From an optimization exercise on the open Yosys and OpenROAD flow, aimed at small area and a short achievable clock period; shortcuts taken in it are not production practice.
At most, simulation tests tie the RTL to the original design; equivalence was not proved.

==> inputs of run E <==
// pe
module pe (
    input wire clk,
    input wire rst,
    input wire [15:0] act,
    input wire [15:0] wgt,
    input wire store,
    input wire reuse,
    input wire [3:0] addr,
    input wire update_out,
    output reg [31:0] out
);
==> flow/config.mk <==
export PLATFORM = sky130hd
export DESIGN_NAME = pe
export DESIGN_NICKNAME = pe
export VERILOG_FILES = /design/flow/design.v
export SDC_FILE = /design/flow/constraint.sdc
export NUM_CORES = 4
export LEC_CHECK = 0
export CAP_MARGIN = 20
export CORE_MARGIN = 2
export CORE_UTILIZATION = 60
export PLACE_DENSITY = 0.75
export SETUP_SLACK_MARGIN = 5
export SLEW_MARGIN = 20
export SYNTH_HIERARCHICAL = 1
==> flow/constraint.sdc <==
create_clock -name core_clock -period 11.0 [get_ports {clk}]
set_input_delay 2.2000 -clock core_clock [delete_from_list [all_inputs] [get_ports {clk}]]
set_output_delay 2.2000 -clock core_clock [all_outputs]
set_load 0.01 [all_outputs]
standard.sh (not shown) runs the stock make flow with config.mk's settings and CLKGATE_MAP_FILE= SYNTH_SCRIPT=/design/flow/synth_recipe.tcl, a recipe that flattens the netlist after the stock synthesis.
==> flow/flow/run.sh <==
#!/bin/bash
# Layout flow: the standard synthesis unchanged; after the floorplan every
# combinational cell is set to its smallest drive strength (downsize.tcl), then the standard flow's
# standard layout continues, with timing repair upsizing what the timing needs.
set -euo pipefail
here=$(pwd)
bash standard.sh synth > synth.log 2>&1
bash standard.sh floorplan > floorplan.log 2>&1
odb=$(ls $here/orfs/results/*/pe/base/2_floorplan.odb)
DS_ODB=$odb openroad -no_init -exit flow/downsize.tcl > downsize.log 2>&1
bash standard.sh 'BUFFER_PORTS_ARGS=-buffer_cell sky130_fd_sc_hd__buf_2' SETUP_SLACK_MARGIN=6 'CTS_ARGS=-sink_clustering_enable -repair_clock_nets -dont_use_dummy_load -buf_list sky130_fd_sc_hd__clkbuf_8 -sink_buffer_max_cap_derate 0.3 -sink_clustering_size 10 -sink_clustering_max_diameter 50' finish > layout.log 2>&1
==> flow/flow/downsize.tcl <==
# Set every combinational standard cell to the smallest drive strength of the same
# function; timing repair later in the flow upsizes the cells that need it.
# Flip-flops, tap cells and port buffers are left alone.
set odb_file $::env(DS_ODB)
read_db $odb_file
set db [ord::get_db]
set block [ord::get_db_block]
set skip {dfxtp dfxbp dfrtp dfrbp dfstp dfsbp edfxtp sdfxtp tapvpwrvgnd conb clkbuf clkinv}
set n 0
foreach inst [$block getInsts] {
  set m [$inst getMaster]
  set name [$m getName]
  if {![regexp {^sky130_fd_sc_hd__(\w+)_(\d+)$} $name -> base drive]} { continue }
  if {[lsearch -exact $skip $base] >= 0} { continue }
  set best ""
  set best_area [expr {[$m getWidth] * [$m getHeight]}]
  foreach d {0 1 2} {
    if {$d >= $drive} { break }
    set cand [$db findMaster "sky130_fd_sc_hd__${base}_$d"]
    if {$cand eq "NULL" || $cand eq ""} { continue }
    set a [expr {[$cand getWidth] * [$cand getHeight]}]
    if {$a < $best_area} { set best $cand; set best_area $a }
  }
  if {$best ne ""} {
    $inst swapMaster $best
    incr n
  }
}
puts "downsized $n instances"
write_db $odb_file
==> run B (differences from run E) <==
--- a/flow/design.v
+++ b/flow/design.v
@@ -465,13 +465,13 @@
     wire [31:0] row_b = {fs184, fs183, fs182, fs181, fs180, fs179, fs178, fs177, fs176, fs175, fs174, fs173, fs172, fs171, fs170, fs169, fs168, fs167, fs166, fs165, fs164, fs163, fs162, fs161, fs160, fs159, fs158, fs157, fs156, fs155, hs16, pp0[0]};
     pe_cpa cpa (.a(row_a), .b(row_b), .s(acc_next));
     always @(posedge clk) begin
         bm_r <= bsel;
         one <= one_d;
         two <= two_d;
-        neg <= {act[15], act[13], act[11], act[9], act[7], act[5], act[3], act[1]};
+        neg <= {8{~rst}} & {act[15], act[13], act[11], act[9], act[7], act[5], act[3], act[1]};
         accg <= {32{keep}} & acc_next;
         if (rst) begin
             r1 <= 16'd0;
             r2 <= 16'd0;
             r3 <= 16'd0;
             out <= 32'd0;
==> flow/flow/run.sh (replaced) <==
#!/bin/bash
# Layout flow. Synthesis is the standard synthesis, unchanged. After the floorplan,
# every combinational cell is set to its smallest drive strength (downsize.tcl); the rest
# is the standard layout, with the ports buffered by buf_2 cells and timing repair
# aiming at 6 ns of setup slack, so that it upsizes only the cells the timing needs.
# Each step's full output goes to its own log file in this folder.
set -euo pipefail
here=$(pwd)
bash standard.sh synth > synth.log 2>&1
bash standard.sh floorplan > floorplan.log 2>&1
odb=$(ls $here/orfs/results/*/pe/base/2_floorplan.odb)
DS_ODB=$odb openroad -no_init -exit flow/downsize.tcl > downsize.log 2>&1
bash standard.sh 'BUFFER_PORTS_ARGS=-buffer_cell sky130_fd_sc_hd__buf_2' SETUP_SLACK_MARGIN=6 finish > layout.log 2>&1
==> run G (differences from run E) <==
--- a/flow/design.v
+++ b/flow/design.v
@@ -12,20 +12,21 @@
     output reg [31:0] out
 );
     reg [31:0] accg;              
     reg [31:0] bm_r;              
     reg [7:0] one, two, neg;      
     reg [15:0] r1, r2, r3;        
+    reg [3:1] rv;                 
     reg start;
     wire [31:0] acc_next;
     wire a0 = addr == 4'd0;
     wire a1 = addr == 4'd1;
     wire a2 = addr == 4'd2;
     wire a3 = addr == 4'd3;
-    wire [15:0] bm = ({16{~reuse}} & wgt) | ({16{reuse & a1}} & r1)
-                   | ({16{reuse & a2}} & r2) | ({16{reuse & a3}} & r3);
+    wire [15:0] bm = ({16{~reuse}} & wgt) | ({16{reuse & a1 & rv[1]}} & r1)
+                   | ({16{reuse & a2 & rv[2]}} & r2) | ({16{reuse & a3 & rv[3]}} & r3);
     wire [31:0] bsel = rst ? 32'd0 : (reuse & a0) ? acc_next : {16'd0, bm};
     wire keep = ~rst & ~start;
     wire [17:0] ax = {1'b0, act, 1'b0};
     wire [7:0] one_d, two_d;
     genvar g;
     generate for (g = 0; g < 8; g = g + 1) begin : enc
@@ -465,24 +466,25 @@
     wire [31:0] row_b = {fs184, fs183, fs182, fs181, fs180, fs179, fs178, fs177, fs176, fs175, fs174, fs173, fs172, fs171, fs170, fs169, fs168, fs167, fs166, fs165, fs164, fs163, fs162, fs161, fs160, fs159, fs158, fs157, fs156, fs155, hs16, pp0[0]};
     pe_cpa cpa (.a(row_a), .b(row_b), .s(acc_next));
     always @(posedge clk) begin
         bm_r <= bsel;
         one <= one_d;
         two <= two_d;
-        neg <= {act[15], act[13], act[11], act[9], act[7], act[5], act[3], act[1]};
+        neg <= {8{~rst}} & {act[15], act[13], act[11], act[9], act[7], act[5], act[3], act[1]};
         accg <= {32{keep}} & acc_next;
+        if (store && a1) r1 <= wgt;    
+        if (store && a2) r2 <= wgt;
+        if (store && a3) r3 <= wgt;
         if (rst) begin
-            r1 <= 16'd0;
-            r2 <= 16'd0;
-            r3 <= 16'd0;
+            rv <= 3'b000;
             out <= 32'd0;
             start <= 1'b0;
         end else begin
-            if (store && a1) r1 <= wgt;
-            if (store && a2) r2 <= wgt;
-            if (store && a3) r3 <= wgt;
+            if (store && a1) rv[1] <= 1'b1;
+            if (store && a2) rv[2] <= 1'b1;
+            if (store && a3) rv[3] <= 1'b1;
             if (update_out) out <= acc_next;
             start <= update_out;
         end
     end
 endmodule
 module pe_cpa (input wire [31:0] a, input wire [31:0] b, output wire [31:0] s);
==> flow/flow/run.sh (replaced) <==
#!/bin/bash
# Layout flow. Synthesis is the standard synthesis, unchanged. After the floorplan,
# every combinational cell is set to its smallest drive strength (downsize.tcl); the rest
# is the standard layout, with the ports buffered by buf_2 cells and timing repair
# aiming at 6 ns of setup slack, so that it upsizes only the cells the timing needs.
# After the global-route repair, recover.tcl sets cells back to smaller drive strengths
# where that does not lower the worst setup slack (recover_hook.tcl).
# Each step's full output goes to its own log file in this folder.
set -euo pipefail
here=$(pwd)
bash standard.sh synth > synth.log 2>&1
bash standard.sh floorplan > floorplan.log 2>&1
odb=$(ls $here/orfs/results/*/pe/base/2_floorplan.odb)
DS_ODB=$odb openroad -no_init -exit flow/downsize.tcl > downsize.log 2>&1
bash standard.sh 'BUFFER_PORTS_ARGS=-buffer_cell sky130_fd_sc_hd__buf_2' SETUP_SLACK_MARGIN=6 POST_GLOBAL_ROUTE_TCL=$here/flow/recover_hook.tcl finish > layout.log 2>&1
==> flow/flow/recover.tcl (new file) <==
# Area recovery after timing repair: try each combinational cell at a smaller drive
# strength, least critical first, and keep the change only if the worst setup slack does
# not drop (by more than 5 ps in all) and the max-slew and max-capacitance checks keep a
# 20% margin (or what they had).
# est is the estimate_parasitics mode in use at this point of the flow.
proc pe_recover_est {est} {
  estimate_parasitics $est
}
proc pe_recover_area {est} {
  set db [ord::get_db]
  set block [ord::get_db_block]
  pe_recover_est $est
  set wns0 [sta::worst_slack_cmd max]
  set floor [expr {$wns0 - 0.005e-9}]
  set slew0 [sta::max_slew_violation_count]
  set cap0 [sta::max_capacitance_violation_count]
  set slewlim [expr {min(0.2, [sta::max_slew_check_slack_limit])}]
  set caplim [expr {min(0.2, [sta::max_capacitance_check_slack_limit])}]
  set cands {}
  foreach inst [$block getInsts] {
    set name [[$inst getMaster] getName]
    if {![regexp {^sky130_fd_sc_hd__(\w+)_(\d+)$} $name -> base drive]} { continue }
    if {[regexp {^(dfxtp|dfxbp|dfrtp|dfrbp|dfstp|dfsbp|edfxtp|sdfxtp|tapvpwrvgnd|conb|clkbuf|clkinv|clkdlybuf4s50|decap|fill)} $base]} { continue }
    if {$drive <= 1} { continue }
    set pin_slack 1.0
    foreach it [$inst getITerms] {
      if {[$it isOutputSignal]} {
        set p [get_pins -quiet [$inst getName]/[[$it getMTerm] getName]]
        if {$p ne ""} { set pin_slack [get_property $p slack_max] }
      }
    }
    lappend cands [list $pin_slack $inst $base $drive]
  }
  set cands [lsort -real -decreasing -index 0 $cands]
  set n 0
  foreach c $cands {
    lassign $c s inst base drive
    set orig [[$inst getMaster] getName]
    foreach d {0 1 2 4 6 8} {
      if {$d >= $drive} { break }
      set m [$db findMaster "sky130_fd_sc_hd__${base}_$d"]
      if {$m eq "NULL" || $m eq ""} { continue }
      replace_cell [$inst getName] "sky130_fd_sc_hd__${base}_$d"
      pe_recover_est $est
      if {[sta::worst_slack_cmd max] >= $floor && [sta::max_slew_violation_count] <= $slew0
          && [sta::max_capacitance_violation_count] <= $cap0
          && [sta::max_slew_check_slack_limit] >= $slewlim
          && [sta::max_capacitance_check_slack_limit] >= $caplim} {
        incr n
        break
      }
      replace_cell [$inst getName] $orig
      pe_recover_est $est
    }
  }
  puts "area recovery: downsized $n of [llength $cands] cells, worst slack [sta::worst_slack_cmd max] (was $wns0)"
}
==> flow/flow/recover_hook.tcl (new file) <==
# POST_GLOBAL_ROUTE hook: area recovery (recover.tcl) after the global-route timing
# repair, with the nets of resized cells routed again incrementally.
source [file join [file dirname [info script]] recover.tcl]
global_route -start_incremental
pe_recover_area -global_routing
global_route -end_incremental
estimate_parasitics -global_routing
report_worst_slack -max -digits 3
write_guides $::env(RESULTS_DIR)/route.guide
==> run P (differences from run E) <==
==> flow/flow/run.sh (replaced) <==
#!/bin/bash
# Layout flow: the standard synthesis unchanged; after the floorplan every
# combinational cell is set to its smallest drive strength (downsize.tcl), then the standard flow's
# standard layout continues, with timing repair upsizing what the timing needs.
set -euo pipefail
here=$(pwd)
bash standard.sh synth > synth.log 2>&1
bash standard.sh floorplan > floorplan.log 2>&1
odb=$(ls $here/orfs/results/*/pe/base/2_floorplan.odb)
DS_ODB=$odb openroad -no_init -exit flow/downsize.tcl > downsize.log 2>&1
bash standard.sh 'BUFFER_PORTS_ARGS=-buffer_cell sky130_fd_sc_hd__buf_2' SETUP_SLACK_MARGIN=6 finish > layout.log 2>&1
==> comparison table <==
item                                                                   run P                    run G                    run B                    run E
Result of the run                                    complete, no violations  complete, no violations  complete, no violations  complete, no violations
Summed area of non-filler cells in the final layout              17400 sq um              16700 sq um              17300 sq um              17000 sq um
Non-clock inverters                                                       16                       18                       16                       16
Min cycle time layout                                                5110 ps                  5340 ps                  5190 ps                  5310 ps
Fraction of area in multi-input gates                                  67.1%                    64.2%                    67.4%                    68.7%
Xor-xnor portion of the synthesized cell area                          12.8%                    13.0%                    12.8%                    12.8%
Master cell of the clock root buffer                               clkbuf_16                clkbuf_16                clkbuf_16                 clkbuf_8
Met2 demand-to-capacity share in global routing                        51.6%                    52.1%                    49.9%                    49.5%
Average detailed-routed wire length per instance                24.7 microns             25.5 microns             24.6 microns             24.4 microns
Layout cell share with drive strength beyond 1                         20.7%                    13.0%                    20.1%                    20.0%
RePlAce Congestion                                                     0.891                    0.924                    0.898                    0.891
Area taken by flip-flops and latches                              3490 sq um               4050 sq um               3500 sq um               3470 sq um
Function not checked in run G: the RTL went through the layout flow alone.

re-timing with driven ports:
No port has a modelled driver above. Below, the same layouts with a new extraction and two added sets of constraints.
Step 1 sets driving cells, clkbuf_16 on the clock port and buf_2 on the other inputs (assumed; they add their load-dependent delay and slew).
Step 2 moves the port delays by t, midway between the first and last clock arrival at a register: inputs arrive t later, outputs are due t later. That takes back most of the time a late clock gives input paths.
a / b / c = no drivers / after step 1 / after step 2; a / b = the first two.
run | t (ns) | setup slack, ns | clock arrival spread, ns | worst register clock-pin slew, ns | cell pins on the clock port's net
run E | 0.507 | 5.688 / 5.688 / 5.688 | 0.050 / 0.050 | 0.12 / 0.12 | 1
run B | 0.487 | 5.814 / 5.814 / 5.814 | 0.018 / 0.018 | 0.08 / 0.08 | 1
run G | 0.484 | 5.661 / 5.661 / 5.661 | 0.025 / 0.025 | 0.09 / 0.09 | 1
run P | 0.492 | 5.888 / 5.888 / 5.888 | 0.015 / 0.015 | 0.08 / 0.08 | 1
After both steps every run listed still meets setup and hold.
